This is an optimization exercise on Yosys and OpenROAD, whose aim is small area, not a production implementation.
At most, simulation tests tie the RTL to the original design; equivalence was not proved.
Power is estimated from default activity; no workload was simulated.

job 4718:
## DigitalClock
module DigitalClock(
    input M_CLOCK,
    input RST,           
    input [3:0] IO_PB,
    input [7:0] IO_DSW,
    output [3:0] IO_SSEGD,
    output [7:0] IO_SSEG,
    output IO_SSEG_COL,
    output [3:0] F_LED,
    output [7:0] IO_LED,
    output TX
    );
Size in the first run: ~370 cells after synthesis, roughly 40 I/O pins, ~2500 sq um of cells after synthesis.
==> flow/config.mk <==
export PLATFORM = sky130hd
export DESIGN_NAME = DigitalClock
export DESIGN_NICKNAME = DigitalClock
export VERILOG_FILES = /design/flow/design.v
export SDC_FILE = /design/flow/constraint.sdc
export NUM_CORES = 4
export LEC_CHECK = 0
export CAP_MARGIN = 20
export CORE_MARGIN = 2
export CORE_UTILIZATION = 40
export PLACE_DENSITY = 0.6
export SLEW_MARGIN = 20
==> flow/constraint.sdc <==
create_clock -name core_clock -period 10.0 [get_ports {M_CLOCK}]
set_input_delay 2.0000 -clock core_clock [delete_from_list [all_inputs] [get_ports {M_CLOCK}]]
set_output_delay 2.0000 -clock core_clock [all_outputs]
set_load 0.01 [all_outputs]
standard.sh (not shown) runs the stock make flow with config.mk's settings and CLKGATE_MAP_FILE= SYNTH_SCRIPT=/design/flow/synth_recipe.tcl, a recipe that flattens the netlist after the stock synthesis.
==> flow/flow/run.sh <==
#!/bin/bash
# Own layout flow: the standard ORFS flow (standard.sh) with these changes:
#  - synthesis maps logic with an area-oriented ABC script (flow/abc_area.script),
#  - port buffers use the smallest buffer cell (sky130_fd_sc_hd__buf_1),
#  - clock tree synthesis takes its arguments from flow/cts_args.txt
#    (no dummy loads, chosen buffer list and clustering).
# Synthesis script, floorplan, power grid, taps, placement and routing are the
# standard flow's. Each tool's output goes to ORFS's logs under orfs/logs, and
# make's full output to make_finish.log here.
set -euo pipefail
work=$(pwd)
rm -rf "$work/scripts_local"
mkdir -p "$work/scripts_local"
cp -r "$FLOW_HOME/scripts/." "$work/scripts_local/"
cp "$work/flow/abc_area.script" "$work/scripts_local/abc_area.script"
cts_args=$(tr '\n' ' ' < "$work/flow/cts_args.txt")
bash "$work/standard.sh" \
  "SCRIPTS_DIR=$work/scripts_local" \
  ABC_AREA=1 \
  "BUFFER_PORTS_ARGS=-buffer_cell sky130_fd_sc_hd__buf_1" \
  "CTS_ARGS=$cts_args" \
  finish > "$work/make_finish.log" 2>&1
==> flow/flow/abc_area.script <==
strash
ifraig
dc2
balance; rewrite; refactor; balance; rewrite; rewrite -z; balance; refactor -z; rewrite -z; balance
&get -n
&deepsyn -T 30
&put
dch -f
amap
topo
==> flow/flow/cts_args.txt <==
-sink_clustering_enable -repair_clock_nets -dont_use_dummy_load -buf_list sky130_fd_sc_hd__clkbuf_4 -root_buf sky130_fd_sc_hd__clkbuf_8
Job 4718 finished all stages; the layout is clean.
Here is what was changed in the inputs of job 7963 compared with job 4718.
==> flow/flow/cts_args.txt <==
-sink_clustering_enable -repair_clock_nets -dont_use_dummy_load -buf_list sky130_fd_sc_hd__clkbuf_8
--- a/flow/config.mk
+++ b/flow/config.mk
@@ -8,5 +8,5 @@
 export CAP_MARGIN = 20
 export CORE_MARGIN = 2
-export CORE_UTILIZATION = 40
-export PLACE_DENSITY = 0.6
+export CORE_UTILIZATION = 65
+export PLACE_DENSITY = 0.8
 export SLEW_MARGIN = 20
==> results.txt <==
- Initial core utilization: job 7963 > job 4718
- The sequential share of layout area of job 7963 exceeds that of job 4718 by 0.41 points.
- Sort job 7963 and job 4718 by share of cell area taken by multi-input logic gates asc -> top: job 4718
- Count of fill cells added during filler insertion (higher): job 4718
- Per the comparison of job 7963 with job 4718, worst slack on hold paths moved up, area inside the core boundary moved down, power moved down.
- Changes observed in job 7963 relative to job 4718: area of all placed cells without fillers saw a decrease; total internal power about even; utilization shows an increase of 30 points.
[inputs] job 1125 vs job 7963
==> flow/flow/abc_area.script <==
strash
ifraig
dc2
balance; rewrite; refactor; balance; rewrite; rewrite -z; balance; refactor -z; rewrite -z; balance
balance; rewrite; refactor; balance; rewrite; rewrite -z; balance; refactor -z; rewrite -z; balance
dch -f
amap
topo
==> flow/flow/cts_args.txt <==
-sink_clustering_enable -repair_clock_nets -dont_use_dummy_load -buf_list sky130_fd_sc_hd__clkbuf_16 -sink_clustering_size 50 -sink_clustering_max_diameter 500
--- a/flow/config.mk
+++ b/flow/config.mk
@@ -8,5 +8,5 @@
 export CAP_MARGIN = 20
 export CORE_MARGIN = 2
-export CORE_UTILIZATION = 65
-export PLACE_DENSITY = 0.8
+export CORE_UTILIZATION = 40
+export PLACE_DENSITY = 0.6
 export SLEW_MARGIN = 20
### Flow results
Job 1125 ended with more final cell count than job 7963.
End point of the critical path: DigitTWO[3]$_SDFF_PP0_ -> job 1125, DigitONE[2]$_SDFF_PP0_ -> job 7963
Between job 1125 and job 7963, final critical-path required period is lower for job 1125, job 7963 comes in above that.
Cell area: job 1125 worse than job 7963
The worst setup path startpoint comes out IO_DSW[1] in one run and IO_DSW[5] in the other, namely in job 1125 and job 7963 respectively.
Relative to job 7963, the via count of the first global-routing pass measured on job 1125 has increased by a few percent.
Relative to job 7963, area growth from synthesis to layout has increased by 3.4 points in job 1125.
Job 1125 against job 7963: setup slack went up; count of TritonRoute iterations in the first routing pass -3; starting density of the core decreased 27 points.
Looking at worst hold slack, job 1125 sits below job 7963.

* * *

DigitalClock, a different RTL version from the one above (not shown whole).
For scale: roughly 370 cells after synthesis, ~46 flip-flops, about 40 I/O pins.
clock: 10.0 ns
lec_check: 0
cap_margin: 20
core_margin: 2
core_utilization: 40
cts_cluster_diameter: 100
cts_cluster_size: 50
place_density: 0.6
slew_margin: 20
==> flow/flow/run.sh <==
#!/bin/bash
# Own layout flow: the standard ORFS flow with two changes,
#  - synthesis maps logic with an area-oriented ABC script (flow/abc_area.script),
#  - port buffers use the smallest buffer cell (sky130_fd_sc_hd__buf_1).
# Everything else (synthesis script, floorplan, power grid, taps, CTS, routing) is
# the standard flow. Each tool's output goes to ORFS's logs under orfs/logs, and
# make's full output to make_finish.log here.
set -euo pipefail
work=$(pwd)
rm -rf "$work/scripts_local"
mkdir -p "$work/scripts_local"
cp -r "$FLOW_HOME/scripts/." "$work/scripts_local/"
cp "$work/flow/abc_area.script" "$work/scripts_local/abc_area.script"
bash "$work/standard.sh" \
  "SCRIPTS_DIR=$work/scripts_local" \
  ABC_AREA=1 \
  "BUFFER_PORTS_ARGS=-buffer_cell sky130_fd_sc_hd__buf_1" \
  finish > "$work/make_finish.log" 2>&1
==> flow/flow/abc_area.script <==
strash
ifraig
dc2
balance; rewrite; refactor; balance; rewrite; rewrite -z; balance; refactor -z; rewrite -z; balance
balance; rewrite; refactor; balance; rewrite; rewrite -z; balance; refactor -z; rewrite -z; balance
dch -f
amap
topo
The baseline ran to the end with no violations.
Change:
- CTS_BUF_LIST: unset -> sky130_fd_sc_hd__clkbuf_8
- CTS_CLUSTER_DIAMETER: 100 -> unset
- CTS_CLUSTER_SIZE: 50 -> 30
Result: Utilization is unchanged; setup slack is about the same; die area is unchanged; wire length hardly moves.
No run of this note included a check of the RTL's function; only the layout flow was run.

[afterwards: timing with drivers on the ports]
The flow's constraints put no driver on any port. The routed layouts listed below were extracted and timed again, unchanged, in two steps.
Step 1 (the two cells are an assumption about what drives the block):
set clk [get_ports {M_CLOCK}]
set_driving_cell -lib_cell sky130_fd_sc_hd__clkbuf_16 $clk
set_driving_cell -lib_cell sky130_fd_sc_hd__buf_2 [delete_from_list [all_inputs] $clk]
Step 2 moves the port delays by t, midway between the first and last clock arrival at a register: inputs arrive t later, outputs are due t later. That takes back most of the time a late clock gives input paths.
Slacks: ideal / step 1 / step 2; pairs: ideal / step 1.
run | t (ns) | slack for setup (ns) | latest minus earliest clock arrival (ns) | worst register clock-pin slew, ns | worst data-port slew with drivers (ns)
job 4718 | 0.315 | 4.885 / 4.893 / 4.579 | 0.007 / 0.007 | 0.08 / 0.08 | 0.03
job 7963 | 0.314 | 4.892 / 4.898 / 4.585 | 0.015 / 0.015 | 0.08 / 0.08 | 0.03
job 1125 | 0.308 | 5.056 / 5.066 / 4.758 | 0.009 / 0.009 | 0.06 / 0.06 | 0.03
the first run of note 2 | 0.325 | 5.101 / 5.109 / 4.784 | 0.008 / 0.008 | 0.09 / 0.09 | 0.03
the second run of note 2 | 0.324 | 5.101 / 5.109 / 4.785 | 0.008 / 0.008 | 0.09 / 0.09 | 0.03
After both steps every run listed still meets setup and hold. For the first run of note 2, which loses most, drivers alone change the setup slack by +0.008 ns; drivers and shift together by -0.317 ns.
